Source: an optimization exercise on an open RTL-to-GDS flow (aim: small area). Production flows keep margins and buffers that such runs may drop.
In this exercise RTL edits were held to simulation tests only and were not proved equivalent to the original.
Power figures rest on the tool's default switching activity, not on a simulated workload.

JK:
// PROCESSOR
module PROCESSOR(
    input clock,
    input reset,
    input [31:0] instruction,
    output [31:0] pc,
    output result_valid,
    output [31:0] result,
    output zero
);
    wire is_rtype, sub;
    wire [2:0] k;
    IFU ifu(.clock(clock), .reset(reset), .pc(pc));
    CONTROL ctl(.instruction(instruction), .is_rtype(is_rtype), .sub(sub), .k(k));
    DATAPATH dp(
        .clock(clock), .reset(reset),
        .is_rtype(is_rtype), .sub(sub), .k(k),
        .rs1(instruction[19:15]), .rs2(instruction[24:20]), .rd(instruction[11:7]),
        .result(result), .result_valid(result_valid), .zero(zero)
    );
endmodule
Size in the first run: roughly 100 I/O pins, ~0.044 mm2 of cells after synthesis.
export LEC_CHECK = 0
export CAP_MARGIN = 0
export CORE_MARGIN = 2
export CORE_UTILIZATION = 45
export GPL_TIMING_DRIVEN = 0
export SLEW_MARGIN = 0
export SYNTH_HIERARCHICAL = 1
export SYNTH_MINIMUM_KEEP_SIZE = 0
create_clock -name core_clock -period 12.0 [get_ports {clock}]
standard.sh (not shown) runs the stock make flow with config.mk's settings and CLKGATE_MAP_FILE= SYNTH_SCRIPT=/design/flow/synth_recipe.tcl, a recipe that flattens the netlist after the stock synthesis.
==> flow/flow/run.sh <==
#!/bin/bash
# The standard layout (standard.sh), with these changes:
#  - after the standard synthesis, every combinational cell is given its
#    smallest-area drive strength (downsize.py); the later repair steps size up
#    what timing, slew and load need;
#  - ports are buffered with buf_1 cells;
#  - the clock tree uses a clkbuf_16 root and clkbuf_4 cells, clusters of up
#    to 8 flip-flops, and no dummy loads.
set -euo pipefail
here=$(pwd)
export BUFFER_PORTS_ARGS="-buffer_cell sky130_fd_sc_hd__buf_1"
export CTS_ARGS="-sink_clustering_enable -repair_clock_nets -dont_use_dummy_load -buf_list sky130_fd_sc_hd__clkbuf_4 -root_buf sky130_fd_sc_hd__clkbuf_16 -sink_clustering_size 8 -sink_clustering_max_diameter 40"
bash standard.sh synth > "$here/synth.log" 2>&1
results="$here/orfs/results/$FLOW_PLATFORM/PROCESSOR/base"
lib="$FLOW_HOME/platforms/$FLOW_PLATFORM/lib/sky130_fd_sc_hd__tt_025C_1v80.lib"
python3 "$here/flow/downsize.py" "$lib" "$results/1_2_yosys.v" > "$here/downsize.log" 2>&1
touch "$results/1_2_yosys.v"
bash standard.sh > "$here/layout.log" 2>&1
Other scripts of this flow, unchanged in this note and not shown: flow/flow/downsize.py
JK finished all stages; layout check result: FAIL, due to capacitance limit, slew limit.
## Diff of input files: MS against JK
- a change of SLEW_MARGIN from 0 to 20
- a change of CAP_MARGIN from 0 to 20
==> comparison <==
Compared with JK, MS shows detailed placement HPWL that has gone up slightly. JK finished all stages; layout check result: FAIL, due to capacitance limit, slew limit. The final layout from MS, which completed every stage, passed the timing, design-rule and antenna checks at the end of the flow. Delta (MS minus JK): routing usage on met1 now sits at about the same level, setup-violating endpoint count in the final report barely changed, data arrival at the endpoint of the critical path moved up, fmax shrank by about 1.6%, sequential share of layout area now sits lower.

* * *

Setup of run 1:
Another version of the RTL of PROCESSOR (not shown whole).
Size in the first run: ~4100 cells after synthesis, roughly 100 I/O pins, ~44000 sq um of cells after synthesis.
==> flow/design.v (excerpt) <==
module PROCESSOR(
    input clock,
    input reset,
    input [31:0] instruction,
    output [31:0] pc,
    output result_valid,
    output [31:0] result,
    output zero
);
    wire is_rtype, sub;
    wire [2:0] k;
    IFU ifu(.clock(clock), .reset(reset), .pc(pc));
    CONTROL ctl(.instruction(instruction), .is_rtype(is_rtype), .sub(sub), .k(k));
    DATAPATH dp(
        .clock(clock), .reset(reset),
        .is_rtype(is_rtype), .sub(sub), .k(k),
        .rs1(instruction[19:15]), .rs2(instruction[24:20]), .rd(instruction[11:7]),
        .result(result), .result_valid(result_valid), .zero(zero)
    );
endmodule
export LEC_CHECK = 0
export CAP_MARGIN = 20
export CORE_MARGIN = 2
export CORE_UTILIZATION = 45
export GPL_TIMING_DRIVEN = 0
export SLEW_MARGIN = 20
export SYNTH_HIERARCHICAL = 1
export SYNTH_MINIMUM_KEEP_SIZE = 0
create_clock -name core_clock -period 12.0 [get_ports {clock}]
==> flow/flow/run.sh <==
#!/bin/bash
# The standard layout (standard.sh), with these changes:
#  - after the standard synthesis, every combinational cell is given its
#    smallest-area drive strength (downsize.py); the later repair steps size up
#    what timing, slew and load need;
#  - ports are buffered with buf_1 cells;
#  - the clock tree uses a clkbuf_16 root and clkbuf_4 cells, clusters of up
#    to 10 flip-flops, and no dummy loads.
set -euo pipefail
here=$(pwd)
export BUFFER_PORTS_ARGS="-buffer_cell sky130_fd_sc_hd__buf_1"
export CTS_ARGS="-sink_clustering_enable -repair_clock_nets -dont_use_dummy_load -buf_list sky130_fd_sc_hd__clkbuf_4 -root_buf sky130_fd_sc_hd__clkbuf_16 -sink_clustering_size 10 -sink_clustering_max_diameter 40"
bash standard.sh synth > "$here/synth.log" 2>&1
results="$here/orfs/results/$FLOW_PLATFORM/PROCESSOR/base"
lib="$FLOW_HOME/platforms/$FLOW_PLATFORM/lib/sky130_fd_sc_hd__tt_025C_1v80.lib"
python3 "$here/flow/downsize.py" "$lib" "$results/1_2_yosys.v" > "$here/downsize.log" 2>&1
touch "$results/1_2_yosys.v"
bash standard.sh > "$here/layout.log" 2>&1
Other scripts of this flow, unchanged in this note and not shown: flow/flow/downsize.py
Every stage of the flow completed for run 1, and the final layout passed the timing, design-rule and antenna checks.
#### Input delta (run 2 over run 1)
diff --git a/flow/flow/run.sh b/flow/flow/run.sh
--- a/flow/flow/run.sh
+++ b/flow/flow/run.sh
@@ -6,9 +6,9 @@
 #  - ports are buffered with buf_1 cells;
 #  - the clock tree uses a clkbuf_16 root and clkbuf_4 cells, clusters of up
-#    to 10 flip-flops, and no dummy loads.
+#    to 8 flip-flops, and no dummy loads.
 set -euo pipefail
 here=$(pwd)
 export BUFFER_PORTS_ARGS="-buffer_cell sky130_fd_sc_hd__buf_1"
-export CTS_ARGS="-sink_clustering_enable -repair_clock_nets -dont_use_dummy_load -buf_list sky130_fd_sc_hd__clkbuf_4 -root_buf sky130_fd_sc_hd__clkbuf_16 -sink_clustering_size 10 -sink_clustering_max_diameter 40"
+export CTS_ARGS="-sink_clustering_enable -repair_clock_nets -dont_use_dummy_load -buf_list sky130_fd_sc_hd__clkbuf_4 -root_buf sky130_fd_sc_hd__clkbuf_16 -sink_clustering_size 8 -sink_clustering_max_diameter 40"
 bash standard.sh synth > "$here/synth.log" 2>&1
 results="$here/orfs/results/$FLOW_PLATFORM/PROCESSOR/base"
==> run summary <==
- Run 2 ended with every stage complete and zero timing, DRC or antenna violations.
- In run 2 the via count of the first global-routing pass turned out 0.72% higher than in run 1.
- Run 1 -> run 2: residual overflow from global routing delta 0, exact match
- Floorplan die area: run 1 vs run 2 identical
- Compared with run 1, in run 2 total inserted antenna cells shows an increase of 6, worst setup slack now larger, count of clock-buffer cells in the layout has increased, design area shows no meaningful change.
- Final core utilization across run 2 and run 1: no real change.
- On sequential share of layout area, run 2 and run 1 are neck and neck.
- The post-route total power reported for run 2 is greater than that of run 1 by about 0.55%.
- In the tables for run 2 and run 1, data arrival time at the worst-slack endpoint reads higher with run 1.
Here is what was changed in the inputs of run 3 compared with run 2.
diff --git a/flow/flow/run.sh b/flow/flow/run.sh
--- a/flow/flow/run.sh
+++ b/flow/flow/run.sh
@@ -6,9 +6,9 @@
 #  - ports are buffered with buf_1 cells;
 #  - the clock tree uses a clkbuf_16 root and clkbuf_4 cells, clusters of up
-#    to 8 flip-flops, and no dummy loads.
+#    to 9 flip-flops, and no dummy loads.
 set -euo pipefail
 here=$(pwd)
 export BUFFER_PORTS_ARGS="-buffer_cell sky130_fd_sc_hd__buf_1"
-export CTS_ARGS="-sink_clustering_enable -repair_clock_nets -dont_use_dummy_load -buf_list sky130_fd_sc_hd__clkbuf_4 -root_buf sky130_fd_sc_hd__clkbuf_16 -sink_clustering_size 8 -sink_clustering_max_diameter 40"
+export CTS_ARGS="-sink_clustering_enable -repair_clock_nets -dont_use_dummy_load -buf_list sky130_fd_sc_hd__clkbuf_4 -root_buf sky130_fd_sc_hd__clkbuf_16 -sink_clustering_size 9 -sink_clustering_max_diameter 40"
 bash standard.sh synth > "$here/synth.log" 2>&1
 results="$here/orfs/results/$FLOW_PLATFORM/PROCESSOR/base"
### Flow results
- Run 3 ends up with higher clock skew than run 2 does.
- In terms of power, run 3 and run 2 differ only marginally.
- Summary of run 3 over run 2: register-to-register slack now sits lower, worst hold slack now sits at about the same level.
- Wire length of the first global-routing pass of run 3 is on par with run 2.
- In terms of final core utilization, run 2 and run 3 differ only marginally.
- Looking at run 3 and run 2, the total routed wirelength is a wash.
- ~same met1 track demand over resource in global routing in run 3 and run 2

-- separate check: timing with driven ports --
The results above use ideal ports. As a check the final layouts listed here were re-extracted and re-timed, cells and wires unchanged.
Step 1, drivers: a clkbuf_16 drives clock and a buf_2 each remaining input, both assumed.
Step 2, shift: input delay + t, output delay - t, t = (earliest + latest rising clock arrival at the registers) / 2. This alone moves slack from input paths to output paths.
Three values: ideal, step 1, step 2; two values: the first two.
| run | t (ns) | setup WS [ns] | worst hold slack (ns) | slew at the worst register clock pin (ns) |
|---|---|---|---|---|
| JK | 0.827 | 0.391 / 0.319 / 1.146 | 0.460 / 0.460 / 0.460 | 0.10 / 0.10 |
| MS | 0.852 | 0.202 / 0.128 / 0.979 | 0.453 / 0.453 / 0.453 | 0.10 / 0.10 |
| run 1 | 0.851 | 0.277 / 0.198 / 1.048 | 0.457 / 0.457 / 0.457 | 0.12 / 0.12 |
| run 2 | 0.845 | 0.314 / 0.235 / 1.080 | 0.457 / 0.457 / 0.457 | 0.11 / 0.11 |
| run 3 | 0.828 | 0.363 / 0.289 / 1.117 | 0.460 / 0.460 / 0.460 | 0.11 / 0.11 |
